What follows belongs to an exercise in optimizing a design on an open flow for small area and a short achievable clock period; a production flow would make more cautious choices. No functional check of the RTL was part of any run shown here.

==> flow/design.v (outline; a module is shown in full before it is edited, if it fits) <==
// module Multiplier: 2993 lines
// module Adder: 35 lines
// module GN: 5 lines
// module AND2: 5 lines
// module XOR2: 5 lines
// module FA: 6 lines
// module HA: 6 lines
// module PP: 5 lines
// module LSEL: 5 lines
// module FSM: 24 lines
// module Dot_product: 71 lines
module Dot_product(in, clk, reset, en, out, sel, done, ready);
  // ...
==> flow/flow/run.sh <==
#!/bin/bash
# Standard ORFS layout, with timing repair aimed below the achieved period
# (repair margin) and fast port buffers.  Each make run logs to its own file
# here; ORFS keeps every tool's log under orfs/logs/.
set -euo pipefail
bash standard.sh finish \
  SETUP_SLACK_MARGIN=18.5 \
  "BUFFER_PORTS_ARGS=-buffer_cell sky130_fd_sc_hd__buf_4" \
  > make_finish.log 2>&1
==> flow/standard.sh <==
#!/bin/bash
# synth_recipe.tcl (not shown) runs the flow's synth.tcl, then flattens the netlist and writes it again
# the make line also repeats each setting of config.mk as NAME=value (left out here)
make -C /OpenROAD-flow-scripts/flow DESIGN_CONFIG=/design/flow/config.mk WORK_HOME=/design/flow/orfs CLKGATE_MAP_FILE= SYNTH_SCRIPT=/design/flow/synth_recipe.tcl "${@:-finish}"
==> flow/config.mk <==
export PLATFORM = sky130hd
export DESIGN_NAME = Dot_product
export DESIGN_NICKNAME = Dot_product
export VERILOG_FILES = /design/flow/design.v
export SDC_FILE = /design/flow/constraint.sdc
export NUM_CORES = 4
export LEC_CHECK = 0
export CAP_MARGIN = 20
export CORE_MARGIN = 2
export CORE_UTILIZATION = 65
export CTS_BUF_LIST = sky130_fd_sc_hd__clkbuf_8
export SLEW_MARGIN = 20
export SYNTH_HIERARCHICAL = 1
export SYNTH_MINIMUM_KEEP_SIZE = 0
==> flow/constraint.sdc <==
create_clock -name core_clock -period 27.0 [get_ports {clk}]
set_input_delay 5.4000 -clock core_clock [delete_from_list [all_inputs] [get_ports {clk}]]
set_output_delay 5.4000 -clock core_clock [all_outputs]
set_load 0.01 [all_outputs]
==> impl_metrics.csv, run 1 <==
group,metric,value,unit
outcome,status,"no timing/DRC/antenna violations",
logic_synthesis,yosys_warnings,16,
timing,post-route-period-util,31.4,%
critical_path,r2r_start,"rs[0]",
placed_design,post-place-ws,17.32,ns
timing,final-max-slew-violation-count,0,
layout,final_area,35300,um^2
layout,largest_class,"multi-input combinational cells",
routing,routed.top_layer,"met5",
floorplan,start_util,65.3,%
floorplan,die_w,225,um
timing,worst_pin_slew,1.09,ns
routing,post-route-drc-count,0,
clocking,cts.sinks,358,
logic_synthesis,syn_nets,3167,
critical_path,cp_data_arrival_time,8.91,ns
routing,wl_met1,31.1,mm
layout,seq_cells,358,
critical_path,startpoint,"in[22]",
critical_path,critical_path_required,27.44,ns
routing,wl_met3,11.9,mm
clocking,holdBufCountCts,0,
floorplan,core,48600,um^2
floorplan,die_y,225,um
layout,top_regs,"w: 288 flops, rsum: 32 flops, rcar: 26 flops",
placed_design,dp.cells,3111,
clocking,post_cts_buffers,19,
routing,wl,91.7,mm
clocking,clock_path_buffers,3,
logic_synthesis,yosys.area.top_type,"fa_1",
logic_synthesis,netlist_top_cells_count,"776 x nor2_1, 708 x fa_1, 347 x edfxtp_1, 132 x nand3_1",
timing,setup_viol,0,
==> module Adder, before the edit <==
module Adder(a, b, ci, sum);
  parameter N = 32;
  input  [N-1:0] a, b;
  input          ci;
  output [N-1:0] sum;
  localparam L = (N < 2) ? 1 : (N < 4) ? 2 : (N < 8) ? 3 : (N < 16) ? 4 : (N < 32) ? 5 : 6;    
  wire [N:0] g [0:L];
  wire [N:0] p [0:L];
  assign g[0][0] = ci;
  genvar k, i;
  generate
    for (i = 0; i < N; i = i + 1) begin : pg
      HA h(.a(a[i]), .b(b[i]), .s(p[0][i+1]), .co(g[0][i+1]));
    end
    for (k = 0; k < L; k = k + 1) begin : lvl
      for (i = 0; i <= N; i = i + 1) begin : node
        localparam integer J = ((i >> k) << k) - 1;
        if (((i >> k) & 1) == 0) begin : pass
          assign g[k+1][i] = g[k][i];
          if (i > 0) begin : pp
            assign p[k+1][i] = p[k][i];
          end
        end else if (i < (2 << k)) begin : gonly    
          GN n(.gh(g[k][i]), .ph(p[k][i]), .gl(g[k][J]), .g(g[k+1][i]));
        end else begin : full
          GN n(.gh(g[k][i]), .ph(p[k][i]), .gl(g[k][J]), .g(g[k+1][i]));
          AND2 m(.a(p[k][i]), .b(p[k][J]), .y(p[k+1][i]));
        end
      end
    end
    for (i = 0; i < N; i = i + 1) begin : sm
      XOR2 x(.a(p[0][i+1]), .b(g[L][i]), .y(sum[i]));
    end
  endgenerate
endmodule
==> module Dot_product, before the edit <==
module Dot_product(in, clk, reset, en, out, sel, done, ready);
  input         clk, reset, en;
  input  [31:0] in;
  output [31:0] out;
  output [3:0]  sel;
  output        done, ready;
  reg  [3:0] cnt;
  reg        ph;
  reg  [2:0] rs, cs;
  wire [3:0] nsel;
  wire       nph;
  wire [2:0] nrs, ncs;
  FSM fsm(.sel(cnt), .ph(ph), .nsel(nsel), .nph(nph), .nrs(nrs), .ncs(ncs));
  always @(posedge clk or posedge reset)
    if (reset) begin
      cnt <= 4'd0;
      ph  <= 1'b0;
      rs  <= 3'b100;
      cs  <= 3'b100;
    end else if (en) begin
      cnt <= nsel;
      ph  <= nph;
      rs  <= nrs;
      cs  <= ncs;
    end
  assign sel   = cnt;
  assign ready = ~ph;
  assign done  = ph;
  reg [8:0][31:0] w;
  integer k;
  always @(posedge clk)
    for (k = 0; k < 9; k = k + 1)
      if (!ph && cnt == k) w[k] <= in;
  localparam K = 5;    
  wire [2:0][15:0] l, h;    
  genvar m, i;
  generate
    for (m = 0; m < 2; m = m + 1) begin : lane
      assign l[m] = ({16{rs[0]}} & w[m][15:0])      | ({16{rs[1]}} & w[3+m][15:0])  | ({16{rs[2]}} & w[6+m][15:0]);
      assign h[m] = ({16{cs[0]}} & w[3*m][31:16])   | ({16{cs[1]}} & w[3*m+1][31:16]) | ({16{cs[2]}} & w[3*m+2][31:16]);
    end
  endgenerate
  wire [2:0] rs2 = rs & {3{ph}};
  wire [2:0] cs2 = cs & {3{ph}};
  assign l[2] = ({16{rs2[0]}} & w[2][15:0])  | ({16{rs2[1]}} & w[5][15:0])  | ({16{rs2[2]}} & w[8][15:0]);
  assign h[2] = ({16{cs2[0]}} & w[6][31:16]) | ({16{cs2[1]}} & w[7][31:16]) | ({16{cs2[2]}} & w[8][31:16]);
  wire fi = ~ph;
  wire [15:0] a2n, b2n;
  generate
    for (i = 0; i < 16; i = i + 1) begin : sel2
      LSEL ma(.x(in[i]),      .s(fi), .y(l[2][i]), .yn(a2n[i]));
      LSEL mb(.x(in[16 + i]), .s(fi), .y(h[2][i]), .yn(b2n[i]));
    end
  endgenerate
  wire [31:0]  s;
  wire [31:K+1] c;
  wire        ci;
  Multiplier mul(.a0n(~l[0]), .b0n(~h[0]), .a1n(~l[1]), .b1n(~h[1]), .a2n(a2n), .b2n(b2n),
                 .s(s), .c(c), .ci(ci));
  reg [31:0]  rsum;
  reg [31:K+1] rcar;
  reg         rci;
  always @(posedge clk)
    if (en) begin
      rsum <= s;
      rcar <= c;
      rci  <= ci;
    end
  assign out[K:0] = rsum[K:0];
  Adder #(.N(31 - K)) add(.a(rsum[31:K+1]), .b(rcar), .ci(rci), .sum(out[31:K+1]));
endmodule
==> inputs of run 2 (changes only) <==
--- a/flow/design.v
+++ b/flow/design.v
@@ -1,5 +1,5 @@
-module Multiplier(a0n, b0n, a1n, b1n, a2n, b2n, s, c, ci);
-  input  [15:0] a0n, b0n, a1n, b1n, a2n, b2n;
+module Multiplier(a0n, b0n, a1n, b1n, a2n0, a2n1, b2n0, b2n1, s, c, ci);
+  input  [15:0] a0n, b0n, a1n, b1n, a2n0, a2n1, b2n0, b2n1;
   output [31:0] s;
   output [31:6] c;
   output        ci;
@@ -1992,262 +1992,262 @@
   PP q1_15_13(.an(a1n[15]), .bn(b1n[13]), .p(p1_15_13));
   PP q1_15_14(.an(a1n[15]), .bn(b1n[14]), .p(p1_15_14));
   PP q1_15_15(.an(a1n[15]), .bn(b1n[15]), .p(p1_15_15));
-  PP q2_0_0(.an(a2n[0]), .bn(b2n[0]), .p(p2_0_0));
-  PP q2_0_1(.an(a2n[0]), .bn(b2n[1]), .p(p2_0_1));
-  PP q2_0_2(.an(a2n[0]), .bn(b2n[2]), .p(p2_0_2));
-  PP q2_0_3(.an(a2n[0]), .bn(b2n[3]), .p(p2_0_3));
-  PP q2_0_4(.an(a2n[0]), .bn(b2n[4]), .p(p2_0_4));
-  PP q2_0_5(.an(a2n[0]), .bn(b2n[5]), .p(p2_0_5));
-  PP q2_0_6(.an(a2n[0]), .bn(b2n[6]), .p(p2_0_6));
-  PP q2_0_7(.an(a2n[0]), .bn(b2n[7]), .p(p2_0_7));
-  PP q2_0_8(.an(a2n[0]), .bn(b2n[8]), .p(p2_0_8));
-  PP q2_0_9(.an(a2n[0]), .bn(b2n[9]), .p(p2_0_9));
-  PP q2_0_10(.an(a2n[0]), .bn(b2n[10]), .p(p2_0_10));
-  PP q2_0_11(.an(a2n[0]), .bn(b2n[11]), .p(p2_0_11));
-  PP q2_0_12(.an(a2n[0]), .bn(b2n[12]), .p(p2_0_12));
-  PP q2_0_13(.an(a2n[0]), .bn(b2n[13]), .p(p2_0_13));
-  PP q2_0_14(.an(a2n[0]), .bn(b2n[14]), .p(p2_0_14));
-  PP q2_0_15(.an(a2n[0]), .bn(b2n[15]), .p(p2_0_15));
-  PP q2_1_0(.an(a2n[1]), .bn(b2n[0]), .p(p2_1_0));
-  PP q2_1_1(.an(a2n[1]), .bn(b2n[1]), .p(p2_1_1));
-  PP q2_1_2(.an(a2n[1]), .bn(b2n[2]), .p(p2_1_2));
-  PP q2_1_3(.an(a2n[1]), .bn(b2n[3]), .p(p2_1_3));
-  PP q2_1_4(.an(a2n[1]), .bn(b2n[4]), .p(p2_1_4));
-  PP q2_1_5(.an(a2n[1]), .bn(b2n[5]), .p(p2_1_5));
-  PP q2_1_6(.an(a2n[1]), .bn(b2n[6]), .p(p2_1_6));
-  PP q2_1_7(.an(a2n[1]), .bn(b2n[7]), .p(p2_1_7));
-  PP q2_1_8(.an(a2n[1]), .bn(b2n[8]), .p(p2_1_8));
-  PP q2_1_9(.an(a2n[1]), .bn(b2n[9]), .p(p2_1_9));
-  PP q2_1_10(.an(a2n[1]), .bn(b2n[10]), .p(p2_1_10));
-  PP q2_1_11(.an(a2n[1]), .bn(b2n[11]), .p(p2_1_11));
-  PP q2_1_12(.an(a2n[1]), .bn(b2n[12]), .p(p2_1_12));
-  PP q2_1_13(.an(a2n[1]), .bn(b2n[13]), .p(p2_1_13));
-  PP q2_1_14(.an(a2n[1]), .bn(b2n[14]), .p(p2_1_14));
-  PP q2_1_15(.an(a2n[1]), .bn(b2n[15]), .p(p2_1_15));
-  PP q2_2_0(.an(a2n[2]), .bn(b2n[0]), .p(p2_2_0));
-  PP q2_2_1(.an(a2n[2]), .bn(b2n[1]), .p(p2_2_1));
-  PP q2_2_2(.an(a2n[2]), .bn(b2n[2]), .p(p2_2_2));
-  PP q2_2_3(.an(a2n[2]), .bn(b2n[3]), .p(p2_2_3));
-  PP q2_2_4(.an(a2n[2]), .bn(b2n[4]), .p(p2_2_4));
-  PP q2_2_5(.an(a2n[2]), .bn(b2n[5]), .p(p2_2_5));
-  PP q2_2_6(.an(a2n[2]), .bn(b2n[6]), .p(p2_2_6));
-  PP q2_2_7(.an(a2n[2]), .bn(b2n[7]), .p(p2_2_7));
-  PP q2_2_8(.an(a2n[2]), .bn(b2n[8]), .p(p2_2_8));
-  PP q2_2_9(.an(a2n[2]), .bn(b2n[9]), .p(p2_2_9));
-  PP q2_2_10(.an(a2n[2]), .bn(b2n[10]), .p(p2_2_10));
-  PP q2_2_11(.an(a2n[2]), .bn(b2n[11]), .p(p2_2_11));
-  PP q2_2_12(.an(a2n[2]), .bn(b2n[12]), .p(p2_2_12));
-  PP q2_2_13(.an(a2n[2]), .bn(b2n[13]), .p(p2_2_13));
-  PP q2_2_14(.an(a2n[2]), .bn(b2n[14]), .p(p2_2_14));
-  PP q2_2_15(.an(a2n[2]), .bn(b2n[15]), .p(p2_2_15));
-  PP q2_3_0(.an(a2n[3]), .bn(b2n[0]), .p(p2_3_0));
-  PP q2_3_1(.an(a2n[3]), .bn(b2n[1]), .p(p2_3_1));
-  PP q2_3_2(.an(a2n[3]), .bn(b2n[2]), .p(p2_3_2));
-  PP q2_3_3(.an(a2n[3]), .bn(b2n[3]), .p(p2_3_3));
-  PP q2_3_4(.an(a2n[3]), .bn(b2n[4]), .p(p2_3_4));
-  PP q2_3_5(.an(a2n[3]), .bn(b2n[5]), .p(p2_3_5));
-  PP q2_3_6(.an(a2n[3]), .bn(b2n[6]), .p(p2_3_6));
-  PP q2_3_7(.an(a2n[3]), .bn(b2n[7]), .p(p2_3_7));
-  PP q2_3_8(.an(a2n[3]), .bn(b2n[8]), .p(p2_3_8));
-  PP q2_3_9(.an(a2n[3]), .bn(b2n[9]), .p(p2_3_9));
-  PP q2_3_10(.an(a2n[3]), .bn(b2n[10]), .p(p2_3_10));
-  PP q2_3_11(.an(a2n[3]), .bn(b2n[11]), .p(p2_3_11));
-  PP q2_3_12(.an(a2n[3]), .bn(b2n[12]), .p(p2_3_12));
-  PP q2_3_13(.an(a2n[3]), .bn(b2n[13]), .p(p2_3_13));
-  PP q2_3_14(.an(a2n[3]), .bn(b2n[14]), .p(p2_3_14));
-  PP q2_3_15(.an(a2n[3]), .bn(b2n[15]), .p(p2_3_15));
-  PP q2_4_0(.an(a2n[4]), .bn(b2n[0]), .p(p2_4_0));
-  PP q2_4_1(.an(a2n[4]), .bn(b2n[1]), .p(p2_4_1));
-  PP q2_4_2(.an(a2n[4]), .bn(b2n[2]), .p(p2_4_2));
-  PP q2_4_3(.an(a2n[4]), .bn(b2n[3]), .p(p2_4_3));
-  PP q2_4_4(.an(a2n[4]), .bn(b2n[4]), .p(p2_4_4));
-  PP q2_4_5(.an(a2n[4]), .bn(b2n[5]), .p(p2_4_5));
-  PP q2_4_6(.an(a2n[4]), .bn(b2n[6]), .p(p2_4_6));
-  PP q2_4_7(.an(a2n[4]), .bn(b2n[7]), .p(p2_4_7));
-  PP q2_4_8(.an(a2n[4]), .bn(b2n[8]), .p(p2_4_8));
-  PP q2_4_9(.an(a2n[4]), .bn(b2n[9]), .p(p2_4_9));
-  PP q2_4_10(.an(a2n[4]), .bn(b2n[10]), .p(p2_4_10));
-  PP q2_4_11(.an(a2n[4]), .bn(b2n[11]), .p(p2_4_11));
-  PP q2_4_12(.an(a2n[4]), .bn(b2n[12]), .p(p2_4_12));
-  PP q2_4_13(.an(a2n[4]), .bn(b2n[13]), .p(p2_4_13));
-  PP q2_4_14(.an(a2n[4]), .bn(b2n[14]), .p(p2_4_14));
-  PP q2_4_15(.an(a2n[4]), .bn(b2n[15]), .p(p2_4_15));
-  PP q2_5_0(.an(a2n[5]), .bn(b2n[0]), .p(p2_5_0));
-  PP q2_5_1(.an(a2n[5]), .bn(b2n[1]), .p(p2_5_1));
-  PP q2_5_2(.an(a2n[5]), .bn(b2n[2]), .p(p2_5_2));
-  PP q2_5_3(.an(a2n[5]), .bn(b2n[3]), .p(p2_5_3));
-  PP q2_5_4(.an(a2n[5]), .bn(b2n[4]), .p(p2_5_4));
-  PP q2_5_5(.an(a2n[5]), .bn(b2n[5]), .p(p2_5_5));
-  PP q2_5_6(.an(a2n[5]), .bn(b2n[6]), .p(p2_5_6));
-  PP q2_5_7(.an(a2n[5]), .bn(b2n[7]), .p(p2_5_7));
-  PP q2_5_8(.an(a2n[5]), .bn(b2n[8]), .p(p2_5_8));
-  PP q2_5_9(.an(a2n[5]), .bn(b2n[9]), .p(p2_5_9));
-  PP q2_5_10(.an(a2n[5]), .bn(b2n[10]), .p(p2_5_10));
-  PP q2_5_11(.an(a2n[5]), .bn(b2n[11]), .p(p2_5_11));
-  PP q2_5_12(.an(a2n[5]), .bn(b2n[12]), .p(p2_5_12));
-  PP q2_5_13(.an(a2n[5]), .bn(b2n[13]), .p(p2_5_13));
-  PP q2_5_14(.an(a2n[5]), .bn(b2n[14]), .p(p2_5_14));
-  PP q2_5_15(.an(a2n[5]), .bn(b2n[15]), .p(p2_5_15));
-  PP q2_6_0(.an(a2n[6]), .bn(b2n[0]), .p(p2_6_0));
-  PP q2_6_1(.an(a2n[6]), .bn(b2n[1]), .p(p2_6_1));
-  PP q2_6_2(.an(a2n[6]), .bn(b2n[2]), .p(p2_6_2));
-  PP q2_6_3(.an(a2n[6]), .bn(b2n[3]), .p(p2_6_3));
-  PP q2_6_4(.an(a2n[6]), .bn(b2n[4]), .p(p2_6_4));
-  PP q2_6_5(.an(a2n[6]), .bn(b2n[5]), .p(p2_6_5));
-  PP q2_6_6(.an(a2n[6]), .bn(b2n[6]), .p(p2_6_6));
-  PP q2_6_7(.an(a2n[6]), .bn(b2n[7]), .p(p2_6_7));
-  PP q2_6_8(.an(a2n[6]), .bn(b2n[8]), .p(p2_6_8));
-  PP q2_6_9(.an(a2n[6]), .bn(b2n[9]), .p(p2_6_9));
-  PP q2_6_10(.an(a2n[6]), .bn(b2n[10]), .p(p2_6_10));
-  PP q2_6_11(.an(a2n[6]), .bn(b2n[11]), .p(p2_6_11));
-  PP q2_6_12(.an(a2n[6]), .bn(b2n[12]), .p(p2_6_12));
-  PP q2_6_13(.an(a2n[6]), .bn(b2n[13]), .p(p2_6_13));
-  PP q2_6_14(.an(a2n[6]), .bn(b2n[14]), .p(p2_6_14));
-  PP q2_6_15(.an(a2n[6]), .bn(b2n[15]), .p(p2_6_15));
-  PP q2_7_0(.an(a2n[7]), .bn(b2n[0]), .p(p2_7_0));
-  PP q2_7_1(.an(a2n[7]), .bn(b2n[1]), .p(p2_7_1));
-  PP q2_7_2(.an(a2n[7]), .bn(b2n[2]), .p(p2_7_2));
-  PP q2_7_3(.an(a2n[7]), .bn(b2n[3]), .p(p2_7_3));
-  PP q2_7_4(.an(a2n[7]), .bn(b2n[4]), .p(p2_7_4));
-  PP q2_7_5(.an(a2n[7]), .bn(b2n[5]), .p(p2_7_5));
-  PP q2_7_6(.an(a2n[7]), .bn(b2n[6]), .p(p2_7_6));
-  PP q2_7_7(.an(a2n[7]), .bn(b2n[7]), .p(p2_7_7));
-  PP q2_7_8(.an(a2n[7]), .bn(b2n[8]), .p(p2_7_8));
-  PP q2_7_9(.an(a2n[7]), .bn(b2n[9]), .p(p2_7_9));
-  PP q2_7_10(.an(a2n[7]), .bn(b2n[10]), .p(p2_7_10));
-  PP q2_7_11(.an(a2n[7]), .bn(b2n[11]), .p(p2_7_11));
-  PP q2_7_12(.an(a2n[7]), .bn(b2n[12]), .p(p2_7_12));
-  PP q2_7_13(.an(a2n[7]), .bn(b2n[13]), .p(p2_7_13));
-  PP q2_7_14(.an(a2n[7]), .bn(b2n[14]), .p(p2_7_14));
-  PP q2_7_15(.an(a2n[7]), .bn(b2n[15]), .p(p2_7_15));
-  PP q2_8_0(.an(a2n[8]), .bn(b2n[0]), .p(p2_8_0));
-  PP q2_8_1(.an(a2n[8]), .bn(b2n[1]), .p(p2_8_1));
-  PP q2_8_2(.an(a2n[8]), .bn(b2n[2]), .p(p2_8_2));
-  PP q2_8_3(.an(a2n[8]), .bn(b2n[3]), .p(p2_8_3));
-  PP q2_8_4(.an(a2n[8]), .bn(b2n[4]), .p(p2_8_4));
-  PP q2_8_5(.an(a2n[8]), .bn(b2n[5]), .p(p2_8_5));
-  PP q2_8_6(.an(a2n[8]), .bn(b2n[6]), .p(p2_8_6));
-  PP q2_8_7(.an(a2n[8]), .bn(b2n[7]), .p(p2_8_7));
-  PP q2_8_8(.an(a2n[8]), .bn(b2n[8]), .p(p2_8_8));
-  PP q2_8_9(.an(a2n[8]), .bn(b2n[9]), .p(p2_8_9));
-  PP q2_8_10(.an(a2n[8]), .bn(b2n[10]), .p(p2_8_10));
-  PP q2_8_11(.an(a2n[8]), .bn(b2n[11]), .p(p2_8_11));
-  PP q2_8_12(.an(a2n[8]), .bn(b2n[12]), .p(p2_8_12));
-  PP q2_8_13(.an(a2n[8]), .bn(b2n[13]), .p(p2_8_13));
-  PP q2_8_14(.an(a2n[8]), .bn(b2n[14]), .p(p2_8_14));
-  PP q2_8_15(.an(a2n[8]), .bn(b2n[15]), .p(p2_8_15));
-  PP q2_9_0(.an(a2n[9]), .bn(b2n[0]), .p(p2_9_0));
-  PP q2_9_1(.an(a2n[9]), .bn(b2n[1]), .p(p2_9_1));
-  PP q2_9_2(.an(a2n[9]), .bn(b2n[2]), .p(p2_9_2));
-  PP q2_9_3(.an(a2n[9]), .bn(b2n[3]), .p(p2_9_3));
-  PP q2_9_4(.an(a2n[9]), .bn(b2n[4]), .p(p2_9_4));
-  PP q2_9_5(.an(a2n[9]), .bn(b2n[5]), .p(p2_9_5));
-  PP q2_9_6(.an(a2n[9]), .bn(b2n[6]), .p(p2_9_6));
-  PP q2_9_7(.an(a2n[9]), .bn(b2n[7]), .p(p2_9_7));
-  PP q2_9_8(.an(a2n[9]), .bn(b2n[8]), .p(p2_9_8));
-  PP q2_9_9(.an(a2n[9]), .bn(b2n[9]), .p(p2_9_9));
-  PP q2_9_10(.an(a2n[9]), .bn(b2n[10]), .p(p2_9_10));
-  PP q2_9_11(.an(a2n[9]), .bn(b2n[11]), .p(p2_9_11));
-  PP q2_9_12(.an(a2n[9]), .bn(b2n[12]), .p(p2_9_12));
-  PP q2_9_13(.an(a2n[9]), .bn(b2n[13]), .p(p2_9_13));
-  PP q2_9_14(.an(a2n[9]), .bn(b2n[14]), .p(p2_9_14));
-  PP q2_9_15(.an(a2n[9]), .bn(b2n[15]), .p(p2_9_15));
-  PP q2_10_0(.an(a2n[10]), .bn(b2n[0]), .p(p2_10_0));
-  PP q2_10_1(.an(a2n[10]), .bn(b2n[1]), .p(p2_10_1));
-  PP q2_10_2(.an(a2n[10]), .bn(b2n[2]), .p(p2_10_2));
-  PP q2_10_3(.an(a2n[10]), .bn(b2n[3]), .p(p2_10_3));
-  PP q2_10_4(.an(a2n[10]), .bn(b2n[4]), .p(p2_10_4));
-  PP q2_10_5(.an(a2n[10]), .bn(b2n[5]), .p(p2_10_5));
-  PP q2_10_6(.an(a2n[10]), .bn(b2n[6]), .p(p2_10_6));
-  PP q2_10_7(.an(a2n[10]), .bn(b2n[7]), .p(p2_10_7));
-  PP q2_10_8(.an(a2n[10]), .bn(b2n[8]), .p(p2_10_8));
-  PP q2_10_9(.an(a2n[10]), .bn(b2n[9]), .p(p2_10_9));
-  PP q2_10_10(.an(a2n[10]), .bn(b2n[10]), .p(p2_10_10));
-  PP q2_10_11(.an(a2n[10]), .bn(b2n[11]), .p(p2_10_11));
-  PP q2_10_12(.an(a2n[10]), .bn(b2n[12]), .p(p2_10_12));
-  PP q2_10_13(.an(a2n[10]), .bn(b2n[13]), .p(p2_10_13));
-  PP q2_10_14(.an(a2n[10]), .bn(b2n[14]), .p(p2_10_14));
-  PP q2_10_15(.an(a2n[10]), .bn(b2n[15]), .p(p2_10_15));
-  PP q2_11_0(.an(a2n[11]), .bn(b2n[0]), .p(p2_11_0));
-  PP q2_11_1(.an(a2n[11]), .bn(b2n[1]), .p(p2_11_1));
-  PP q2_11_2(.an(a2n[11]), .bn(b2n[2]), .p(p2_11_2));
-  PP q2_11_3(.an(a2n[11]), .bn(b2n[3]), .p(p2_11_3));
-  PP q2_11_4(.an(a2n[11]), .bn(b2n[4]), .p(p2_11_4));
-  PP q2_11_5(.an(a2n[11]), .bn(b2n[5]), .p(p2_11_5));
-  PP q2_11_6(.an(a2n[11]), .bn(b2n[6]), .p(p2_11_6));
-  PP q2_11_7(.an(a2n[11]), .bn(b2n[7]), .p(p2_11_7));
-  PP q2_11_8(.an(a2n[11]), .bn(b2n[8]), .p(p2_11_8));
-  PP q2_11_9(.an(a2n[11]), .bn(b2n[9]), .p(p2_11_9));
-  PP q2_11_10(.an(a2n[11]), .bn(b2n[10]), .p(p2_11_10));
-  PP q2_11_11(.an(a2n[11]), .bn(b2n[11]), .p(p2_11_11));
-  PP q2_11_12(.an(a2n[11]), .bn(b2n[12]), .p(p2_11_12));
-  PP q2_11_13(.an(a2n[11]), .bn(b2n[13]), .p(p2_11_13));
-  PP q2_11_14(.an(a2n[11]), .bn(b2n[14]), .p(p2_11_14));
-  PP q2_11_15(.an(a2n[11]), .bn(b2n[15]), .p(p2_11_15));
-  PP q2_12_0(.an(a2n[12]), .bn(b2n[0]), .p(p2_12_0));
-  PP q2_12_1(.an(a2n[12]), .bn(b2n[1]), .p(p2_12_1));
-  PP q2_12_2(.an(a2n[12]), .bn(b2n[2]), .p(p2_12_2));
-  PP q2_12_3(.an(a2n[12]), .bn(b2n[3]), .p(p2_12_3));
-  PP q2_12_4(.an(a2n[12]), .bn(b2n[4]), .p(p2_12_4));
-  PP q2_12_5(.an(a2n[12]), .bn(b2n[5]), .p(p2_12_5));
-  PP q2_12_6(.an(a2n[12]), .bn(b2n[6]), .p(p2_12_6));
-  PP q2_12_7(.an(a2n[12]), .bn(b2n[7]), .p(p2_12_7));
-  PP q2_12_8(.an(a2n[12]), .bn(b2n[8]), .p(p2_12_8));
-  PP q2_12_9(.an(a2n[12]), .bn(b2n[9]), .p(p2_12_9));
-  PP q2_12_10(.an(a2n[12]), .bn(b2n[10]), .p(p2_12_10));
-  PP q2_12_11(.an(a2n[12]), .bn(b2n[11]), .p(p2_12_11));
-  PP q2_12_12(.an(a2n[12]), .bn(b2n[12]), .p(p2_12_12));
-  PP q2_12_13(.an(a2n[12]), .bn(b2n[13]), .p(p2_12_13));
-  PP q2_12_14(.an(a2n[12]), .bn(b2n[14]), .p(p2_12_14));
-  PP q2_12_15(.an(a2n[12]), .bn(b2n[15]), .p(p2_12_15));
-  PP q2_13_0(.an(a2n[13]), .bn(b2n[0]), .p(p2_13_0));
-  PP q2_13_1(.an(a2n[13]), .bn(b2n[1]), .p(p2_13_1));
-  PP q2_13_2(.an(a2n[13]), .bn(b2n[2]), .p(p2_13_2));
-  PP q2_13_3(.an(a2n[13]), .bn(b2n[3]), .p(p2_13_3));
-  PP q2_13_4(.an(a2n[13]), .bn(b2n[4]), .p(p2_13_4));
-  PP q2_13_5(.an(a2n[13]), .bn(b2n[5]), .p(p2_13_5));
-  PP q2_13_6(.an(a2n[13]), .bn(b2n[6]), .p(p2_13_6));
-  PP q2_13_7(.an(a2n[13]), .bn(b2n[7]), .p(p2_13_7));
-  PP q2_13_8(.an(a2n[13]), .bn(b2n[8]), .p(p2_13_8));
-  PP q2_13_9(.an(a2n[13]), .bn(b2n[9]), .p(p2_13_9));
-  PP q2_13_10(.an(a2n[13]), .bn(b2n[10]), .p(p2_13_10));
-  PP q2_13_11(.an(a2n[13]), .bn(b2n[11]), .p(p2_13_11));
-  PP q2_13_12(.an(a2n[13]), .bn(b2n[12]), .p(p2_13_12));
-  PP q2_13_13(.an(a2n[13]), .bn(b2n[13]), .p(p2_13_13));
-  PP q2_13_14(.an(a2n[13]), .bn(b2n[14]), .p(p2_13_14));
-  PP q2_13_15(.an(a2n[13]), .bn(b2n[15]), .p(p2_13_15));
-  PP q2_14_0(.an(a2n[14]), .bn(b2n[0]), .p(p2_14_0));
-  PP q2_14_1(.an(a2n[14]), .bn(b2n[1]), .p(p2_14_1));
-  PP q2_14_2(.an(a2n[14]), .bn(b2n[2]), .p(p2_14_2));
-  PP q2_14_3(.an(a2n[14]), .bn(b2n[3]), .p(p2_14_3));
-  PP q2_14_4(.an(a2n[14]), .bn(b2n[4]), .p(p2_14_4));
-  PP q2_14_5(.an(a2n[14]), .bn(b2n[5]), .p(p2_14_5));
-  PP q2_14_6(.an(a2n[14]), .bn(b2n[6]), .p(p2_14_6));
-  PP q2_14_7(.an(a2n[14]), .bn(b2n[7]), .p(p2_14_7));
-  PP q2_14_8(.an(a2n[14]), .bn(b2n[8]), .p(p2_14_8));
-  PP q2_14_9(.an(a2n[14]), .bn(b2n[9]), .p(p2_14_9));
-  PP q2_14_10(.an(a2n[14]), .bn(b2n[10]), .p(p2_14_10));
-  PP q2_14_11(.an(a2n[14]), .bn(b2n[11]), .p(p2_14_11));
-  PP q2_14_12(.an(a2n[14]), .bn(b2n[12]), .p(p2_14_12));
-  PP q2_14_13(.an(a2n[14]), .bn(b2n[13]), .p(p2_14_13));
-  PP q2_14_14(.an(a2n[14]), .bn(b2n[14]), .p(p2_14_14));
-  PP q2_14_15(.an(a2n[14]), .bn(b2n[15]), .p(p2_14_15));
-  PP q2_15_0(.an(a2n[15]), .bn(b2n[0]), .p(p2_15_0));
-  PP q2_15_1(.an(a2n[15]), .bn(b2n[1]), .p(p2_15_1));
-  PP q2_15_2(.an(a2n[15]), .bn(b2n[2]), .p(p2_15_2));
-  PP q2_15_3(.an(a2n[15]), .bn(b2n[3]), .p(p2_15_3));
-  PP q2_15_4(.an(a2n[15]), .bn(b2n[4]), .p(p2_15_4));
-  PP q2_15_5(.an(a2n[15]), .bn(b2n[5]), .p(p2_15_5));
-  PP q2_15_6(.an(a2n[15]), .bn(b2n[6]), .p(p2_15_6));
-  PP q2_15_7(.an(a2n[15]), .bn(b2n[7]), .p(p2_15_7));
-  PP q2_15_8(.an(a2n[15]), .bn(b2n[8]), .p(p2_15_8));
-  PP q2_15_9(.an(a2n[15]), .bn(b2n[9]), .p(p2_15_9));
-  PP q2_15_10(.an(a2n[15]), .bn(b2n[10]), .p(p2_15_10));
-  PP q2_15_11(.an(a2n[15]), .bn(b2n[11]), .p(p2_15_11));
-  PP q2_15_12(.an(a2n[15]), .bn(b2n[12]), .p(p2_15_12));
-  PP q2_15_13(.an(a2n[15]), .bn(b2n[13]), .p(p2_15_13));
-  PP q2_15_14(.an(a2n[15]), .bn(b2n[14]), .p(p2_15_14));
-  PP q2_15_15(.an(a2n[15]), .bn(b2n[15]), .p(p2_15_15));
+  PP q2_0_0(.an(a2n0[0]), .bn(b2n0[0]), .p(p2_0_0));
+  PP q2_0_1(.an(a2n0[0]), .bn(b2n0[1]), .p(p2_0_1));
+  PP q2_0_2(.an(a2n0[0]), .bn(b2n0[2]), .p(p2_0_2));
+  PP q2_0_3(.an(a2n0[0]), .bn(b2n0[3]), .p(p2_0_3));
+  PP q2_0_4(.an(a2n0[0]), .bn(b2n0[4]), .p(p2_0_4));
+  PP q2_0_5(.an(a2n0[0]), .bn(b2n0[5]), .p(p2_0_5));
+  PP q2_0_6(.an(a2n0[0]), .bn(b2n0[6]), .p(p2_0_6));
+  PP q2_0_7(.an(a2n0[0]), .bn(b2n0[7]), .p(p2_0_7));
+  PP q2_0_8(.an(a2n1[0]), .bn(b2n0[8]), .p(p2_0_8));
+  PP q2_0_9(.an(a2n1[0]), .bn(b2n0[9]), .p(p2_0_9));
+  PP q2_0_10(.an(a2n1[0]), .bn(b2n0[10]), .p(p2_0_10));
+  PP q2_0_11(.an(a2n1[0]), .bn(b2n0[11]), .p(p2_0_11));
+  PP q2_0_12(.an(a2n1[0]), .bn(b2n0[12]), .p(p2_0_12));
+  PP q2_0_13(.an(a2n1[0]), .bn(b2n0[13]), .p(p2_0_13));
+  PP q2_0_14(.an(a2n1[0]), .bn(b2n0[14]), .p(p2_0_14));
+  PP q2_0_15(.an(a2n1[0]), .bn(b2n0[15]), .p(p2_0_15));
+  PP q2_1_0(.an(a2n0[1]), .bn(b2n0[0]), .p(p2_1_0));
+  PP q2_1_1(.an(a2n0[1]), .bn(b2n0[1]), .p(p2_1_1));
+  PP q2_1_2(.an(a2n0[1]), .bn(b2n0[2]), .p(p2_1_2));
+  PP q2_1_3(.an(a2n0[1]), .bn(b2n0[3]), .p(p2_1_3));
+  PP q2_1_4(.an(a2n0[1]), .bn(b2n0[4]), .p(p2_1_4));
+  PP q2_1_5(.an(a2n0[1]), .bn(b2n0[5]), .p(p2_1_5));
+  PP q2_1_6(.an(a2n0[1]), .bn(b2n0[6]), .p(p2_1_6));
+  PP q2_1_7(.an(a2n0[1]), .bn(b2n0[7]), .p(p2_1_7));
+  PP q2_1_8(.an(a2n1[1]), .bn(b2n0[8]), .p(p2_1_8));
+  PP q2_1_9(.an(a2n1[1]), .bn(b2n0[9]), .p(p2_1_9));
+  PP q2_1_10(.an(a2n1[1]), .bn(b2n0[10]), .p(p2_1_10));
+  PP q2_1_11(.an(a2n1[1]), .bn(b2n0[11]), .p(p2_1_11));
+  PP q2_1_12(.an(a2n1[1]), .bn(b2n0[12]), .p(p2_1_12));
+  PP q2_1_13(.an(a2n1[1]), .bn(b2n0[13]), .p(p2_1_13));
+  PP q2_1_14(.an(a2n1[1]), .bn(b2n0[14]), .p(p2_1_14));
+  PP q2_1_15(.an(a2n1[1]), .bn(b2n0[15]), .p(p2_1_15));
+  PP q2_2_0(.an(a2n0[2]), .bn(b2n0[0]), .p(p2_2_0));
+  PP q2_2_1(.an(a2n0[2]), .bn(b2n0[1]), .p(p2_2_1));
+  PP q2_2_2(.an(a2n0[2]), .bn(b2n0[2]), .p(p2_2_2));
+  PP q2_2_3(.an(a2n0[2]), .bn(b2n0[3]), .p(p2_2_3));
+  PP q2_2_4(.an(a2n0[2]), .bn(b2n0[4]), .p(p2_2_4));
+  PP q2_2_5(.an(a2n0[2]), .bn(b2n0[5]), .p(p2_2_5));
+  PP q2_2_6(.an(a2n0[2]), .bn(b2n0[6]), .p(p2_2_6));
+  PP q2_2_7(.an(a2n0[2]), .bn(b2n0[7]), .p(p2_2_7));
+  PP q2_2_8(.an(a2n1[2]), .bn(b2n0[8]), .p(p2_2_8));
+  PP q2_2_9(.an(a2n1[2]), .bn(b2n0[9]), .p(p2_2_9));
+  PP q2_2_10(.an(a2n1[2]), .bn(b2n0[10]), .p(p2_2_10));
+  PP q2_2_11(.an(a2n1[2]), .bn(b2n0[11]), .p(p2_2_11));
+  PP q2_2_12(.an(a2n1[2]), .bn(b2n0[12]), .p(p2_2_12));
+  PP q2_2_13(.an(a2n1[2]), .bn(b2n0[13]), .p(p2_2_13));
+  PP q2_2_14(.an(a2n1[2]), .bn(b2n0[14]), .p(p2_2_14));
+  PP q2_2_15(.an(a2n1[2]), .bn(b2n0[15]), .p(p2_2_15));
+  PP q2_3_0(.an(a2n0[3]), .bn(b2n0[0]), .p(p2_3_0));
+  PP q2_3_1(.an(a2n0[3]), .bn(b2n0[1]), .p(p2_3_1));
+  PP q2_3_2(.an(a2n0[3]), .bn(b2n0[2]), .p(p2_3_2));
+  PP q2_3_3(.an(a2n0[3]), .bn(b2n0[3]), .p(p2_3_3));
+  PP q2_3_4(.an(a2n0[3]), .bn(b2n0[4]), .p(p2_3_4));
+  PP q2_3_5(.an(a2n0[3]), .bn(b2n0[5]), .p(p2_3_5));
+  PP q2_3_6(.an(a2n0[3]), .bn(b2n0[6]), .p(p2_3_6));
+  PP q2_3_7(.an(a2n0[3]), .bn(b2n0[7]), .p(p2_3_7));
+  PP q2_3_8(.an(a2n1[3]), .bn(b2n0[8]), .p(p2_3_8));
+  PP q2_3_9(.an(a2n1[3]), .bn(b2n0[9]), .p(p2_3_9));
+  PP q2_3_10(.an(a2n1[3]), .bn(b2n0[10]), .p(p2_3_10));
+  PP q2_3_11(.an(a2n1[3]), .bn(b2n0[11]), .p(p2_3_11));
+  PP q2_3_12(.an(a2n1[3]), .bn(b2n0[12]), .p(p2_3_12));
+  PP q2_3_13(.an(a2n1[3]), .bn(b2n0[13]), .p(p2_3_13));
+  PP q2_3_14(.an(a2n1[3]), .bn(b2n0[14]), .p(p2_3_14));
+  PP q2_3_15(.an(a2n1[3]), .bn(b2n0[15]), .p(p2_3_15));
+  PP q2_4_0(.an(a2n0[4]), .bn(b2n0[0]), .p(p2_4_0));
+  PP q2_4_1(.an(a2n0[4]), .bn(b2n0[1]), .p(p2_4_1));
+  PP q2_4_2(.an(a2n0[4]), .bn(b2n0[2]), .p(p2_4_2));
+  PP q2_4_3(.an(a2n0[4]), .bn(b2n0[3]), .p(p2_4_3));
+  PP q2_4_4(.an(a2n0[4]), .bn(b2n0[4]), .p(p2_4_4));
+  PP q2_4_5(.an(a2n0[4]), .bn(b2n0[5]), .p(p2_4_5));
+  PP q2_4_6(.an(a2n0[4]), .bn(b2n0[6]), .p(p2_4_6));
+  PP q2_4_7(.an(a2n0[4]), .bn(b2n0[7]), .p(p2_4_7));
+  PP q2_4_8(.an(a2n1[4]), .bn(b2n0[8]), .p(p2_4_8));
+  PP q2_4_9(.an(a2n1[4]), .bn(b2n0[9]), .p(p2_4_9));
+  PP q2_4_10(.an(a2n1[4]), .bn(b2n0[10]), .p(p2_4_10));
+  PP q2_4_11(.an(a2n1[4]), .bn(b2n0[11]), .p(p2_4_11));
+  PP q2_4_12(.an(a2n1[4]), .bn(b2n0[12]), .p(p2_4_12));
+  PP q2_4_13(.an(a2n1[4]), .bn(b2n0[13]), .p(p2_4_13));
+  PP q2_4_14(.an(a2n1[4]), .bn(b2n0[14]), .p(p2_4_14));
+  PP q2_4_15(.an(a2n1[4]), .bn(b2n0[15]), .p(p2_4_15));
+  PP q2_5_0(.an(a2n0[5]), .bn(b2n0[0]), .p(p2_5_0));
+  PP q2_5_1(.an(a2n0[5]), .bn(b2n0[1]), .p(p2_5_1));
+  PP q2_5_2(.an(a2n0[5]), .bn(b2n0[2]), .p(p2_5_2));
+  PP q2_5_3(.an(a2n0[5]), .bn(b2n0[3]), .p(p2_5_3));
+  PP q2_5_4(.an(a2n0[5]), .bn(b2n0[4]), .p(p2_5_4));
+  PP q2_5_5(.an(a2n0[5]), .bn(b2n0[5]), .p(p2_5_5));
+  PP q2_5_6(.an(a2n0[5]), .bn(b2n0[6]), .p(p2_5_6));
+  PP q2_5_7(.an(a2n0[5]), .bn(b2n0[7]), .p(p2_5_7));
+  PP q2_5_8(.an(a2n1[5]), .bn(b2n0[8]), .p(p2_5_8));
+  PP q2_5_9(.an(a2n1[5]), .bn(b2n0[9]), .p(p2_5_9));
+  PP q2_5_10(.an(a2n1[5]), .bn(b2n0[10]), .p(p2_5_10));
+  PP q2_5_11(.an(a2n1[5]), .bn(b2n0[11]), .p(p2_5_11));
+  PP q2_5_12(.an(a2n1[5]), .bn(b2n0[12]), .p(p2_5_12));
+  PP q2_5_13(.an(a2n1[5]), .bn(b2n0[13]), .p(p2_5_13));
+  PP q2_5_14(.an(a2n1[5]), .bn(b2n0[14]), .p(p2_5_14));
+  PP q2_5_15(.an(a2n1[5]), .bn(b2n0[15]), .p(p2_5_15));
+  PP q2_6_0(.an(a2n0[6]), .bn(b2n0[0]), .p(p2_6_0));
+  PP q2_6_1(.an(a2n0[6]), .bn(b2n0[1]), .p(p2_6_1));
+  PP q2_6_2(.an(a2n0[6]), .bn(b2n0[2]), .p(p2_6_2));
+  PP q2_6_3(.an(a2n0[6]), .bn(b2n0[3]), .p(p2_6_3));
+  PP q2_6_4(.an(a2n0[6]), .bn(b2n0[4]), .p(p2_6_4));
+  PP q2_6_5(.an(a2n0[6]), .bn(b2n0[5]), .p(p2_6_5));
+  PP q2_6_6(.an(a2n0[6]), .bn(b2n0[6]), .p(p2_6_6));
+  PP q2_6_7(.an(a2n0[6]), .bn(b2n0[7]), .p(p2_6_7));
+  PP q2_6_8(.an(a2n1[6]), .bn(b2n0[8]), .p(p2_6_8));
+  PP q2_6_9(.an(a2n1[6]), .bn(b2n0[9]), .p(p2_6_9));
+  PP q2_6_10(.an(a2n1[6]), .bn(b2n0[10]), .p(p2_6_10));
+  PP q2_6_11(.an(a2n1[6]), .bn(b2n0[11]), .p(p2_6_11));
+  PP q2_6_12(.an(a2n1[6]), .bn(b2n0[12]), .p(p2_6_12));
+  PP q2_6_13(.an(a2n1[6]), .bn(b2n0[13]), .p(p2_6_13));
+  PP q2_6_14(.an(a2n1[6]), .bn(b2n0[14]), .p(p2_6_14));
+  PP q2_6_15(.an(a2n1[6]), .bn(b2n0[15]), .p(p2_6_15));
+  PP q2_7_0(.an(a2n0[7]), .bn(b2n0[0]), .p(p2_7_0));
+  PP q2_7_1(.an(a2n0[7]), .bn(b2n0[1]), .p(p2_7_1));
+  PP q2_7_2(.an(a2n0[7]), .bn(b2n0[2]), .p(p2_7_2));
+  PP q2_7_3(.an(a2n0[7]), .bn(b2n0[3]), .p(p2_7_3));
+  PP q2_7_4(.an(a2n0[7]), .bn(b2n0[4]), .p(p2_7_4));
+  PP q2_7_5(.an(a2n0[7]), .bn(b2n0[5]), .p(p2_7_5));
+  PP q2_7_6(.an(a2n0[7]), .bn(b2n0[6]), .p(p2_7_6));
+  PP q2_7_7(.an(a2n0[7]), .bn(b2n0[7]), .p(p2_7_7));
+  PP q2_7_8(.an(a2n1[7]), .bn(b2n0[8]), .p(p2_7_8));
+  PP q2_7_9(.an(a2n1[7]), .bn(b2n0[9]), .p(p2_7_9));
+  PP q2_7_10(.an(a2n1[7]), .bn(b2n0[10]), .p(p2_7_10));
+  PP q2_7_11(.an(a2n1[7]), .bn(b2n0[11]), .p(p2_7_11));
+  PP q2_7_12(.an(a2n1[7]), .bn(b2n0[12]), .p(p2_7_12));
+  PP q2_7_13(.an(a2n1[7]), .bn(b2n0[13]), .p(p2_7_13));
+  PP q2_7_14(.an(a2n1[7]), .bn(b2n0[14]), .p(p2_7_14));
+  PP q2_7_15(.an(a2n1[7]), .bn(b2n0[15]), .p(p2_7_15));
+  PP q2_8_0(.an(a2n0[8]), .bn(b2n1[0]), .p(p2_8_0));
+  PP q2_8_1(.an(a2n0[8]), .bn(b2n1[1]), .p(p2_8_1));
+  PP q2_8_2(.an(a2n0[8]), .bn(b2n1[2]), .p(p2_8_2));
+  PP q2_8_3(.an(a2n0[8]), .bn(b2n1[3]), .p(p2_8_3));
+  PP q2_8_4(.an(a2n0[8]), .bn(b2n1[4]), .p(p2_8_4));
+  PP q2_8_5(.an(a2n0[8]), .bn(b2n1[5]), .p(p2_8_5));
+  PP q2_8_6(.an(a2n0[8]), .bn(b2n1[6]), .p(p2_8_6));
+  PP q2_8_7(.an(a2n0[8]), .bn(b2n1[7]), .p(p2_8_7));
+  PP q2_8_8(.an(a2n1[8]), .bn(b2n1[8]), .p(p2_8_8));
+  PP q2_8_9(.an(a2n1[8]), .bn(b2n1[9]), .p(p2_8_9));
+  PP q2_8_10(.an(a2n1[8]), .bn(b2n1[10]), .p(p2_8_10));
+  PP q2_8_11(.an(a2n1[8]), .bn(b2n1[11]), .p(p2_8_11));
+  PP q2_8_12(.an(a2n1[8]), .bn(b2n1[12]), .p(p2_8_12));
+  PP q2_8_13(.an(a2n1[8]), .bn(b2n1[13]), .p(p2_8_13));
+  PP q2_8_14(.an(a2n1[8]), .bn(b2n1[14]), .p(p2_8_14));
+  PP q2_8_15(.an(a2n1[8]), .bn(b2n1[15]), .p(p2_8_15));
+  PP q2_9_0(.an(a2n0[9]), .bn(b2n1[0]), .p(p2_9_0));
+  PP q2_9_1(.an(a2n0[9]), .bn(b2n1[1]), .p(p2_9_1));
+  PP q2_9_2(.an(a2n0[9]), .bn(b2n1[2]), .p(p2_9_2));
+  PP q2_9_3(.an(a2n0[9]), .bn(b2n1[3]), .p(p2_9_3));
+  PP q2_9_4(.an(a2n0[9]), .bn(b2n1[4]), .p(p2_9_4));
+  PP q2_9_5(.an(a2n0[9]), .bn(b2n1[5]), .p(p2_9_5));
+  PP q2_9_6(.an(a2n0[9]), .bn(b2n1[6]), .p(p2_9_6));
+  PP q2_9_7(.an(a2n0[9]), .bn(b2n1[7]), .p(p2_9_7));
+  PP q2_9_8(.an(a2n1[9]), .bn(b2n1[8]), .p(p2_9_8));
+  PP q2_9_9(.an(a2n1[9]), .bn(b2n1[9]), .p(p2_9_9));
+  PP q2_9_10(.an(a2n1[9]), .bn(b2n1[10]), .p(p2_9_10));
+  PP q2_9_11(.an(a2n1[9]), .bn(b2n1[11]), .p(p2_9_11));
+  PP q2_9_12(.an(a2n1[9]), .bn(b2n1[12]), .p(p2_9_12));
+  PP q2_9_13(.an(a2n1[9]), .bn(b2n1[13]), .p(p2_9_13));
+  PP q2_9_14(.an(a2n1[9]), .bn(b2n1[14]), .p(p2_9_14));
+  PP q2_9_15(.an(a2n1[9]), .bn(b2n1[15]), .p(p2_9_15));
+  PP q2_10_0(.an(a2n0[10]), .bn(b2n1[0]), .p(p2_10_0));
+  PP q2_10_1(.an(a2n0[10]), .bn(b2n1[1]), .p(p2_10_1));
+  PP q2_10_2(.an(a2n0[10]), .bn(b2n1[2]), .p(p2_10_2));
+  PP q2_10_3(.an(a2n0[10]), .bn(b2n1[3]), .p(p2_10_3));
+  PP q2_10_4(.an(a2n0[10]), .bn(b2n1[4]), .p(p2_10_4));
+  PP q2_10_5(.an(a2n0[10]), .bn(b2n1[5]), .p(p2_10_5));
+  PP q2_10_6(.an(a2n0[10]), .bn(b2n1[6]), .p(p2_10_6));
+  PP q2_10_7(.an(a2n0[10]), .bn(b2n1[7]), .p(p2_10_7));
+  PP q2_10_8(.an(a2n1[10]), .bn(b2n1[8]), .p(p2_10_8));
+  PP q2_10_9(.an(a2n1[10]), .bn(b2n1[9]), .p(p2_10_9));
+  PP q2_10_10(.an(a2n1[10]), .bn(b2n1[10]), .p(p2_10_10));
+  PP q2_10_11(.an(a2n1[10]), .bn(b2n1[11]), .p(p2_10_11));
+  PP q2_10_12(.an(a2n1[10]), .bn(b2n1[12]), .p(p2_10_12));
+  PP q2_10_13(.an(a2n1[10]), .bn(b2n1[13]), .p(p2_10_13));
+  PP q2_10_14(.an(a2n1[10]), .bn(b2n1[14]), .p(p2_10_14));
+  PP q2_10_15(.an(a2n1[10]), .bn(b2n1[15]), .p(p2_10_15));
+  PP q2_11_0(.an(a2n0[11]), .bn(b2n1[0]), .p(p2_11_0));
+  PP q2_11_1(.an(a2n0[11]), .bn(b2n1[1]), .p(p2_11_1));
+  PP q2_11_2(.an(a2n0[11]), .bn(b2n1[2]), .p(p2_11_2));
+  PP q2_11_3(.an(a2n0[11]), .bn(b2n1[3]), .p(p2_11_3));
+  PP q2_11_4(.an(a2n0[11]), .bn(b2n1[4]), .p(p2_11_4));
+  PP q2_11_5(.an(a2n0[11]), .bn(b2n1[5]), .p(p2_11_5));
+  PP q2_11_6(.an(a2n0[11]), .bn(b2n1[6]), .p(p2_11_6));
+  PP q2_11_7(.an(a2n0[11]), .bn(b2n1[7]), .p(p2_11_7));
+  PP q2_11_8(.an(a2n1[11]), .bn(b2n1[8]), .p(p2_11_8));
+  PP q2_11_9(.an(a2n1[11]), .bn(b2n1[9]), .p(p2_11_9));
+  PP q2_11_10(.an(a2n1[11]), .bn(b2n1[10]), .p(p2_11_10));
+  PP q2_11_11(.an(a2n1[11]), .bn(b2n1[11]), .p(p2_11_11));
+  PP q2_11_12(.an(a2n1[11]), .bn(b2n1[12]), .p(p2_11_12));
+  PP q2_11_13(.an(a2n1[11]), .bn(b2n1[13]), .p(p2_11_13));
+  PP q2_11_14(.an(a2n1[11]), .bn(b2n1[14]), .p(p2_11_14));
+  PP q2_11_15(.an(a2n1[11]), .bn(b2n1[15]), .p(p2_11_15));
+  PP q2_12_0(.an(a2n0[12]), .bn(b2n1[0]), .p(p2_12_0));
+  PP q2_12_1(.an(a2n0[12]), .bn(b2n1[1]), .p(p2_12_1));
+  PP q2_12_2(.an(a2n0[12]), .bn(b2n1[2]), .p(p2_12_2));
+  PP q2_12_3(.an(a2n0[12]), .bn(b2n1[3]), .p(p2_12_3));
+  PP q2_12_4(.an(a2n0[12]), .bn(b2n1[4]), .p(p2_12_4));
+  PP q2_12_5(.an(a2n0[12]), .bn(b2n1[5]), .p(p2_12_5));
+  PP q2_12_6(.an(a2n0[12]), .bn(b2n1[6]), .p(p2_12_6));
+  PP q2_12_7(.an(a2n0[12]), .bn(b2n1[7]), .p(p2_12_7));
+  PP q2_12_8(.an(a2n1[12]), .bn(b2n1[8]), .p(p2_12_8));
+  PP q2_12_9(.an(a2n1[12]), .bn(b2n1[9]), .p(p2_12_9));
+  PP q2_12_10(.an(a2n1[12]), .bn(b2n1[10]), .p(p2_12_10));
+  PP q2_12_11(.an(a2n1[12]), .bn(b2n1[11]), .p(p2_12_11));
+  PP q2_12_12(.an(a2n1[12]), .bn(b2n1[12]), .p(p2_12_12));
+  PP q2_12_13(.an(a2n1[12]), .bn(b2n1[13]), .p(p2_12_13));
+  PP q2_12_14(.an(a2n1[12]), .bn(b2n1[14]), .p(p2_12_14));
+  PP q2_12_15(.an(a2n1[12]), .bn(b2n1[15]), .p(p2_12_15));
+  PP q2_13_0(.an(a2n0[13]), .bn(b2n1[0]), .p(p2_13_0));
+  PP q2_13_1(.an(a2n0[13]), .bn(b2n1[1]), .p(p2_13_1));
+  PP q2_13_2(.an(a2n0[13]), .bn(b2n1[2]), .p(p2_13_2));
+  PP q2_13_3(.an(a2n0[13]), .bn(b2n1[3]), .p(p2_13_3));
+  PP q2_13_4(.an(a2n0[13]), .bn(b2n1[4]), .p(p2_13_4));
+  PP q2_13_5(.an(a2n0[13]), .bn(b2n1[5]), .p(p2_13_5));
+  PP q2_13_6(.an(a2n0[13]), .bn(b2n1[6]), .p(p2_13_6));
+  PP q2_13_7(.an(a2n0[13]), .bn(b2n1[7]), .p(p2_13_7));
+  PP q2_13_8(.an(a2n1[13]), .bn(b2n1[8]), .p(p2_13_8));
+  PP q2_13_9(.an(a2n1[13]), .bn(b2n1[9]), .p(p2_13_9));
+  PP q2_13_10(.an(a2n1[13]), .bn(b2n1[10]), .p(p2_13_10));
+  PP q2_13_11(.an(a2n1[13]), .bn(b2n1[11]), .p(p2_13_11));
+  PP q2_13_12(.an(a2n1[13]), .bn(b2n1[12]), .p(p2_13_12));
+  PP q2_13_13(.an(a2n1[13]), .bn(b2n1[13]), .p(p2_13_13));
+  PP q2_13_14(.an(a2n1[13]), .bn(b2n1[14]), .p(p2_13_14));
+  PP q2_13_15(.an(a2n1[13]), .bn(b2n1[15]), .p(p2_13_15));
+  PP q2_14_0(.an(a2n0[14]), .bn(b2n1[0]), .p(p2_14_0));
+  PP q2_14_1(.an(a2n0[14]), .bn(b2n1[1]), .p(p2_14_1));
+  PP q2_14_2(.an(a2n0[14]), .bn(b2n1[2]), .p(p2_14_2));
+  PP q2_14_3(.an(a2n0[14]), .bn(b2n1[3]), .p(p2_14_3));
+  PP q2_14_4(.an(a2n0[14]), .bn(b2n1[4]), .p(p2_14_4));
+  PP q2_14_5(.an(a2n0[14]), .bn(b2n1[5]), .p(p2_14_5));
+  PP q2_14_6(.an(a2n0[14]), .bn(b2n1[6]), .p(p2_14_6));
+  PP q2_14_7(.an(a2n0[14]), .bn(b2n1[7]), .p(p2_14_7));
+  PP q2_14_8(.an(a2n1[14]), .bn(b2n1[8]), .p(p2_14_8));
+  PP q2_14_9(.an(a2n1[14]), .bn(b2n1[9]), .p(p2_14_9));
+  PP q2_14_10(.an(a2n1[14]), .bn(b2n1[10]), .p(p2_14_10));
+  PP q2_14_11(.an(a2n1[14]), .bn(b2n1[11]), .p(p2_14_11));
+  PP q2_14_12(.an(a2n1[14]), .bn(b2n1[12]), .p(p2_14_12));
+  PP q2_14_13(.an(a2n1[14]), .bn(b2n1[13]), .p(p2_14_13));
+  PP q2_14_14(.an(a2n1[14]), .bn(b2n1[14]), .p(p2_14_14));
+  PP q2_14_15(.an(a2n1[14]), .bn(b2n1[15]), .p(p2_14_15));
+  PP q2_15_0(.an(a2n0[15]), .bn(b2n1[0]), .p(p2_15_0));
+  PP q2_15_1(.an(a2n0[15]), .bn(b2n1[1]), .p(p2_15_1));
+  PP q2_15_2(.an(a2n0[15]), .bn(b2n1[2]), .p(p2_15_2));
+  PP q2_15_3(.an(a2n0[15]), .bn(b2n1[3]), .p(p2_15_3));
+  PP q2_15_4(.an(a2n0[15]), .bn(b2n1[4]), .p(p2_15_4));
+  PP q2_15_5(.an(a2n0[15]), .bn(b2n1[5]), .p(p2_15_5));
+  PP q2_15_6(.an(a2n0[15]), .bn(b2n1[6]), .p(p2_15_6));
+  PP q2_15_7(.an(a2n0[15]), .bn(b2n1[7]), .p(p2_15_7));
+  PP q2_15_8(.an(a2n1[15]), .bn(b2n1[8]), .p(p2_15_8));
+  PP q2_15_9(.an(a2n1[15]), .bn(b2n1[9]), .p(p2_15_9));
+  PP q2_15_10(.an(a2n1[15]), .bn(b2n1[10]), .p(p2_15_10));
+  PP q2_15_11(.an(a2n1[15]), .bn(b2n1[11]), .p(p2_15_11));
+  PP q2_15_12(.an(a2n1[15]), .bn(b2n1[12]), .p(p2_15_12));
+  PP q2_15_13(.an(a2n1[15]), .bn(b2n1[13]), .p(p2_15_13));
+  PP q2_15_14(.an(a2n1[15]), .bn(b2n1[14]), .p(p2_15_14));
+  PP q2_15_15(.an(a2n1[15]), .bn(b2n1[15]), .p(p2_15_15));
   FA f0(.a(p0_0_14), .b(p0_10_4), .c(p0_11_3), .s(s0), .co(c0));
   FA f1(.a(p0_0_15), .b(p0_10_5), .c(p0_11_4), .s(s1), .co(c1));
   FA f2(.a(p0_12_3), .b(p0_13_2), .c(p0_14_1), .s(s2), .co(c2));
@@ -3007,17 +3007,16 @@
     end
     for (k = 0; k < L; k = k + 1) begin : lvl
       for (i = 0; i <= N; i = i + 1) begin : node
-        localparam integer J = ((i >> k) << k) - 1;
-        if (((i >> k) & 1) == 0) begin : pass
+        if (i < (1 << k)) begin : pass
           assign g[k+1][i] = g[k][i];
           if (i > 0) begin : pp
             assign p[k+1][i] = p[k][i];
           end
         end else if (i < (2 << k)) begin : gonly    
-          GN n(.gh(g[k][i]), .ph(p[k][i]), .gl(g[k][J]), .g(g[k+1][i]));
+          GN n(.gh(g[k][i]), .ph(p[k][i]), .gl(g[k][i - (1 << k)]), .g(g[k+1][i]));
         end else begin : full
-          GN n(.gh(g[k][i]), .ph(p[k][i]), .gl(g[k][J]), .g(g[k+1][i]));
-          AND2 m(.a(p[k][i]), .b(p[k][J]), .y(p[k+1][i]));
+          GN n(.gh(g[k][i]), .ph(p[k][i]), .gl(g[k][i - (1 << k)]), .g(g[k+1][i]));
+          AND2 m(.a(p[k][i]), .b(p[k][i - (1 << k)]), .y(p[k+1][i]));
         end
       end
     end
@@ -3058,10 +3057,10 @@
   output p;
   assign p = ~(an | bn);
 endmodule
-module LSEL(x, s, y, yn);
-  input  x, s, y;
+module LMUX(s, x, y, yn);
+  input  s, x, y;
   output yn;
-  assign yn = ~((x & s) | y);
+  assign yn = ~(s ? x : y);
 endmodule
 module FSM(sel, ph, nsel, nph, nrs, ncs);
   input      [3:0] sel;
@@ -3095,6 +3094,7 @@
   output        done, ready;
   reg  [3:0] cnt;
   reg        ph;
+  reg        fi;       
   reg  [2:0] rs, cs;
   wire [3:0] nsel;
   wire       nph;
@@ -3104,11 +3104,13 @@
     if (reset) begin
       cnt <= 4'd0;
       ph  <= 1'b0;
+      fi  <= 1'b1;
       rs  <= 3'b100;
       cs  <= 3'b100;
     end else if (en) begin
       cnt <= nsel;
       ph  <= nph;
+      fi  <= ~nph;
       rs  <= nrs;
       cs  <= ncs;
     end
@@ -3122,29 +3124,28 @@
       if (!ph && cnt == k) w[k] <= in;
   localparam K = 5;    
   wire [2:0][15:0] l, h;    
-  genvar m, i;
+  genvar m;
   generate
-    for (m = 0; m < 2; m = m + 1) begin : lane
+    for (m = 0; m < 3; m = m + 1) begin : lane
       assign l[m] = ({16{rs[0]}} & w[m][15:0])      | ({16{rs[1]}} & w[3+m][15:0])  | ({16{rs[2]}} & w[6+m][15:0]);
       assign h[m] = ({16{cs[0]}} & w[3*m][31:16])   | ({16{cs[1]}} & w[3*m+1][31:16]) | ({16{cs[2]}} & w[3*m+2][31:16]);
     end
   endgenerate
-  wire [2:0] rs2 = rs & {3{ph}};
-  wire [2:0] cs2 = cs & {3{ph}};
-  assign l[2] = ({16{rs2[0]}} & w[2][15:0])  | ({16{rs2[1]}} & w[5][15:0])  | ({16{rs2[2]}} & w[8][15:0]);
-  assign h[2] = ({16{cs2[0]}} & w[6][31:16]) | ({16{cs2[1]}} & w[7][31:16]) | ({16{cs2[2]}} & w[8][31:16]);
-  wire fi = ~ph;
-  wire [15:0] a2n, b2n;
+  wire [1:0][15:0] a2n, b2n;
+  genvar i, j;
   generate
-    for (i = 0; i < 16; i = i + 1) begin : sel2
-      LSEL ma(.x(in[i]),      .s(fi), .y(l[2][i]), .yn(a2n[i]));
-      LSEL mb(.x(in[16 + i]), .s(fi), .y(h[2][i]), .yn(b2n[i]));
+    for (j = 0; j < 2; j = j + 1) begin : cp
+      for (i = 0; i < 16; i = i + 1) begin : bt
+        LMUX ma(.s(fi), .x(in[i]),      .y(l[2][i]), .yn(a2n[j][i]));
+        LMUX mb(.s(fi), .x(in[16 + i]), .y(h[2][i]), .yn(b2n[j][i]));
+      end
     end
   endgenerate
   wire [31:0]  s;
   wire [31:K+1] c;
   wire        ci;
-  Multiplier mul(.a0n(~l[0]), .b0n(~h[0]), .a1n(~l[1]), .b1n(~h[1]), .a2n(a2n), .b2n(b2n),
+  Multiplier mul(.a0n(~l[0]), .b0n(~h[0]), .a1n(~l[1]), .b1n(~h[1]),
+                 .a2n0(a2n[0]), .a2n1(a2n[1]), .b2n0(b2n[0]), .b2n1(b2n[1]),
                  .s(s), .c(c), .ci(ci));
   reg [31:0]  rsum;
   reg [31:K+1] rcar;
==> run 2 against run 1 <==
Effect of this change:
- fmax about the same
- critical endpoint is now rcar[14]
- non-clock buffer count up 37
- synthesized cell count grew 1.9%
- still clean
==> impl_metrics.csv, run 2 <==
group,metric,value,unit
outcome,status,"no timing/DRC/antenna violations",
floorplan,die_y,228,um
logic_synthesis,netlist_top_cells_count,"776 x nor2_1, 708 x fa_1, 347 x edfxtp_1, 101 x a21o_1, 96 x a222oi_1",
logic_synthesis,synthCells,2404,
critical_path,critPathCaptureType,"register",
logic_synthesis,synthDistinctLibCells,46,
placed_design,dp_hpwl,72.7,mm
routing,post-route-drc-count,0,
timing,worst_pin_slew,1.06,ns
layout,diodes,0,
routing,via_per_inst,6.72,
floorplan,die_w,228,um
timing,min_period,8.47,ns
critical_path,critical_path_required,27.40,ns
routing,ant_nets,0,
logic_synthesis,synth_ff_type,"edfxtp_1",
timing,fmax,118,MHz
critical_path,critPathLaunchType,"input pin",
logic_synthesis,async_flop_share,3.34,%
logic_synthesis,syn-cell-area,32500,um^2
timing,final-max-slew-violation-count,0,
layout,layout_commonest_cell,"nor2_1",
layout,nets,3465,
layout,top_regs,"w: 288 flops, rsum: 32 flops, rcar: 26 flops",
routing,via_count,22600,
logic_synthesis,syn_nets,3211,
clocking,cts.sinks,359,
critical_path,cp_data_arrival_time,8.87,ns
timing,post-route-period-util,31.4,%
timing,fin_hold_ws,0.514,ns
logic_synthesis,yosys_warnings,16,
timing,setup_viol,0,
floorplan,start_util,66.2,%
layout,syn2layout_area_growth,13.9,%
routing,wl,101,mm
placed_design,gp_congestion,0.954,
logic_synthesis,yosys.area.top_type,"fa_1",
grt,antenna_found_initial,0,
layout,drive_above_1_share,16.4,%
clocking,clock_path_buffers,3,
floorplan,core,49200,um^2
routing,wl_per_cell,30.1,um
-- run 2: final timing paths --
check	start	end	slack, ns	cells after the start
hold / removal	rs[0]	rs[0]	0.51	1
hold reg to reg	rs[0]	rs[0]	0.51	1
setup reg to reg	cs[2]	rcar[19]	19.03	16
min in group asynchronous	reset	ph	4.79	2
setup / recovery	in[29]	rcar[14]	18.53	10
max in group asynchronous	reset	rs[2]	21.83	2
-- run 2: repair_timing --
| action | in CTS | in global routing |
|---|---|---|
| hold buffers | 0 | 0 |
| pin swaps | 0 | 14 |
| endpoints found under the setup margin | 36 | 28 |
| buffers inserted | 20 | 52 |
| gates resized for setup | 64 | 53 |
-- run 2: cells by family (layout without fill, tap and decap cells) --
family          after synthesis  in the layout  synth area share, %
fa+ha+maj                   772            772                 46.1
simple gates                875            875                 10.9
xor+xnor                     28             28                0.812
compound gates              215            215                 5.75
flops                       359            359                 33.0
mux                          75             75                 2.35
buf+inv                      80            375                 1.18
-- run 2: per-stage QoR --
step	cell area (um^2)	instances	setup WS, ns	utilization (%)
after global routing	37000	3363	18.48	75.3
after CTS	36200	3309	18.44	73.6
final	37000	3363	18.53	75.3
after detailed placement	34500	3190	17.17	70.2
after global placement	34500	3190	17.20	70.1
after floorplan	32600	2404	18.09	-
-- run 2: layer usage --
layer	part of all wire, %	track usage [%]	routed length (um)	vias to the layer above
li1	-	-	-	8721
met1	34	53.2	34600	11500
met2	45	62.2	45300	1870
met3	14	14.1	14400	505
met4	6.6	22.0	6710	0
met5	0	0	0	-
-- run 2: worst max-delay path, cell delays in order --
cell	delay [ns]
buf_4	0.17
mux2i_4	0.30
buf_6	0.17
nor2_1	0.05
fa_1	0.47
fa_2	0.55
fa_1	0.44
fa_2	0.36
fa_1	0.51
fa_2	0.44
-- run 2: cell type report --
class / instances / area [um^2]
clock buffers: 57 / 785
clock inverters: 42 / 353
fillers: 3039 / 12100
inverters: 41 / 156
multi-input cells: 1965 / 22100
flip-flops and latches: 359 / 10700
well taps: 664 / 831
repair buffers: 235 / 2100
-- run 2: modules after synthesis, one instance, submodules excluded, excerpt --
module | cells | copies in the design | cell area (um^2) | flops+latches
AND2 | 1 | 74 | 6.26 | 0
Dot_product | 555 | 1 | 12200 | 359
FA | 1 | 708 | 20.0 | 0
FSM | 50 | 1 | 394 | 0
GN | 1 | 99 | 7.51 | 0
HA | 1 | 60 | 12.5 | 0
LMUX | 1 | 64 | 10.0 | 0
PP | 1 | 768 | 3.75 | 0
XOR2 | 1 | 26 | 8.76 | 0

separate check: timing with driven ports:
The results above use ideal ports. As a check the final layouts listed here were re-extracted and re-timed, cells and wires unchanged. Step 1 assumes that a clkbuf_16 drives the clock port and a buf_2 every other input. Step 2 adds t to the input delays and takes it off the output delays; t is the mean of the earliest and latest rising clock arrival at the registers after step 1. Input paths then give back, and output paths get back, about the clock's delay inside the block. a / b / c = no drivers / after step 1 / after step 2; a / b = the first two.
| run | t, ns | slack for setup (ns) | worst slew at a driven data input, ns |
|---|---|---|---|
| run 1 | 0.730 | 18.525 / 18.554 / 17.824 | 0.08 |
| run 2 | 0.704 | 18.531 / 18.543 / 17.839 | 0.10 |
After both steps every run listed still meets setup and hold. For run 1, which loses most, drivers alone change the setup slack by +0.029 ns; drivers and shift together by -0.701 ns.
